What follows belongs to an exercise in optimizing a design on an open flow for small area, a short achievable clock period and few clock cycles per item; a production flow would make more cautious choices.
Power is estimated from default activity; no workload was simulated.

==> flow/design.v <==
module non_restoring_divider #(
    parameter DATA_WIDTH = 32
) (
    input  logic                    clk_i,
    input  logic                    clk_en_i,
    input  logic                    rst_n_i,
    input  logic [DATA_WIDTH - 1:0] dividend_i,
    input  logic [DATA_WIDTH - 1:0] divisor_i,
    input  logic                    data_valid_i,
    output logic [DATA_WIDTH - 1:0] quotient_o,
    output logic [DATA_WIDTH - 1:0] remainder_o,
    output logic                    divide_by_zero_o,
    output logic                    data_valid_o,
    output logic                    idle_o
);
    logic [31:0] divisor_q, rem_q, quo_q;
    logic [4:0]  cnt_q;
    logic        busy_q, valid_q, dbz_q;
    logic [1:0] skip;
    always_comb begin
        if      (|divisor_i[31:24]) skip = 2'd3;
        else if (|divisor_i[23:16]) skip = 2'd2;
        else if (|divisor_i[15:8])  skip = 2'd1;
        else                        skip = 2'd0;
    end
    logic [63:0] init;
    assign init = {32'b0, dividend_i} << {skip, 3'b000};
    logic [32:0] trial;
    logic [33:0] g, p, gc, pc;
    logic [31:0] rem_step;
    logic        borrow;
    assign trial = {rem_q, quo_q[31]};
    always_comb begin
        g[0] = 1'b1;
        p[0] = 1'b0;
        for (int i = 0; i < 33; i++) begin
            g[i+1] = trial[i] & ~((i < 32) ? divisor_q[i % 32] : 1'b0);
            p[i+1] = ~(trial[i] ^ ((i < 32) ? divisor_q[i % 32] : 1'b0));
        end
        gc = g;
        pc = p;
        for (int l = 0; l < 6; l++)
            for (int i = 0; i < 34; i++)
                if ((i >> l) & 1) begin
                    gc[i] = gc[i] | (pc[i] & gc[((i >> l) << l) - 1]);
                    pc[i] = pc[i] & pc[((i >> l) << l) - 1];
                end
        borrow = ~gc[33];
        for (int i = 0; i < 32; i++)
            rem_step[i] = borrow ? trial[i] : (gc[i] ? ~p[i+1] : p[i+1]);
    end
    always_ff @(posedge clk_i) begin
        if (!rst_n_i) begin
            busy_q  <= 1'b0;
            valid_q <= 1'b0;
        end else if (clk_en_i) begin
            valid_q <= busy_q && (cnt_q == 5'd0);
            if (busy_q)
                busy_q <= (cnt_q != 5'd0);
            else
                busy_q <= data_valid_i;
        end
    end
    always_ff @(posedge clk_i) begin
        if (clk_en_i) begin
            if (!busy_q) begin
                divisor_q      <= divisor_i;
                {rem_q, quo_q} <= init;
                cnt_q          <= {~skip, 3'b111};
                dbz_q          <= (divisor_i == 32'b0);
            end else if (busy_q) begin
                rem_q <= rem_step;
                quo_q <= {quo_q[30:0], !borrow};
                cnt_q <= cnt_q - 5'd1;
            end
        end
    end
    assign quotient_o       = quo_q;
    assign remainder_o      = rem_q;
    assign divide_by_zero_o = dbz_q;
    assign data_valid_o     = valid_q;
    assign idle_o           = !busy_q;
endmodule
Settings: LEC_CHECK=0, CAP_MARGIN=20, CORE_MARGIN=2, CORE_UTILIZATION=40, CTS_BUF_LIST=sky130_fd_sc_hd__clkbuf_8, SETUP_SLACK_MARGIN=2.7, SLEW_MARGIN=20; clock period 6.0 ns.
standard.sh (not shown) runs the stock make flow with config.mk's settings and CLKGATE_MAP_FILE= SYNTH_SCRIPT=/design/flow/synth_recipe.tcl, a recipe that flattens the netlist after the stock synthesis.
==> flow/flow/run.sh <==
#!/bin/bash
# Standard ORFS layout (the standard.sh), with small buffers on the
# ports instead of the default delay-cell buffers (repair may still upsize
# them). ORFS writes each step's log under orfs/logs; make's own output goes
# to standard.log here.
set -euo pipefail
export BUFFER_PORTS_ARGS="-buffer_cell sky130_fd_sc_hd__buf_1"

bash standard.sh > standard.log 2>&1
Then changed:
==> flow/design.v (replaced) <==
module non_restoring_divider #(
    parameter DATA_WIDTH = 32
) (
    input  logic                    clk_i,
    input  logic                    clk_en_i,
    input  logic                    rst_n_i,
    input  logic [DATA_WIDTH - 1:0] dividend_i,
    input  logic [DATA_WIDTH - 1:0] divisor_i,
    input  logic                    data_valid_i,
    output logic [DATA_WIDTH - 1:0] quotient_o,
    output logic [DATA_WIDTH - 1:0] remainder_o,
    output logic                    divide_by_zero_o,
    output logic                    data_valid_o,
    output logic                    idle_o
);
    logic [31:0] divisor_q, rem_q, quo_q;
    logic [4:0]  cnt_q;
    logic        busy_q, idle_q, valid_q, dbz_q;
    logic [2:0] skip;
    always_comb begin
        skip = 3'd0;
        for (int k = 1; k < 8; k++)
            if (|divisor_i[4*k +: 4]) skip = 3'(k);
    end
    logic [63:0] init;
    assign init = {32'b0, dividend_i} << {skip, 2'b00};
    logic [32:0] trial;
    logic [32:0] diff;
    logic        borrow;
    assign trial = {rem_q, quo_q[31]};
    assign {borrow, diff} = {1'b0, trial} - {2'b00, divisor_q};
    always_ff @(posedge clk_i) begin
        if (!rst_n_i) begin
            busy_q  <= 1'b0;
            idle_q  <= 1'b1;
            valid_q <= 1'b0;
        end else if (clk_en_i) begin
            valid_q <= busy_q && (cnt_q == 5'd0);
            if (busy_q) begin
                busy_q <= (cnt_q != 5'd0);
                idle_q <= (cnt_q == 5'd0);
            end else begin
                busy_q <= data_valid_i;
                idle_q <= !data_valid_i;
            end
        end
    end
    always_ff @(posedge clk_i) begin
        if (clk_en_i) begin
            if (!busy_q) begin
                divisor_q      <= divisor_i;
                {rem_q, quo_q} <= init;
                cnt_q          <= {~skip, 2'b11};
                dbz_q          <= (divisor_i == 32'b0);
            end else if (busy_q) begin
                rem_q <= borrow ? trial[31:0] : diff[31:0];
                quo_q <= {quo_q[30:0], !borrow};
                cnt_q <= cnt_q - 5'd1;
            end
        end
    end
    assign quotient_o       = quo_q;
    assign remainder_o      = rem_q;
    assign divide_by_zero_o = dbz_q;
    assign data_valid_o     = valid_q;
    assign idle_o           = idle_q;   
endmodule
Effect: Combinational power rose by 35%. Sequential share of layout area fell by 4.3 points. Sequential cell count rose by 1. Via count rose by 20%. Clock power hardly moves. Wire length rose by 22%. Setup slack is worse by 0.071 ns. Hold slack is better by 0.014 ns. Clock-buffer cell count is unchanged. Core utilization fell by 0.46 points. Clock skew rose by 0.0063 ns. Fmax fell by 2.2%.
No run of this note included a check of the RTL's function; only the layout flow was run.

==> afterwards: timing with drivers on the ports <==
The results above use ideal ports. As a check the final layouts listed here were re-extracted and re-timed, cells and wires unchanged.
Step 1 (the two cells are an assumption about what drives the block):
set clk [get_ports {clk_i}]
set_driving_cell -lib_cell sky130_fd_sc_hd__clkbuf_16 $clk
set_driving_cell -lib_cell sky130_fd_sc_hd__buf_2 [delete_from_list [all_inputs] $clk]
Step 2 also shifts input and output timing later by t, the mid clock arrival at the registers, as if the neighbouring blocks saw the same clock.
a / b / c = no drivers / after step 1 / after step 2; a / b = the first two.
run | t, ns | setup slack, ns | worst setup path after step 2
the first run | 0.430 | 2.813 / 2.823 / 2.394 | input to register
the second run | 0.440 | 2.742 / 2.766 / 2.326 | input to register
After both steps every run listed still meets setup and hold. The setup slack of the first run, which loses most, moves by +0.010 ns with the drivers and by -0.419 ns with both steps.
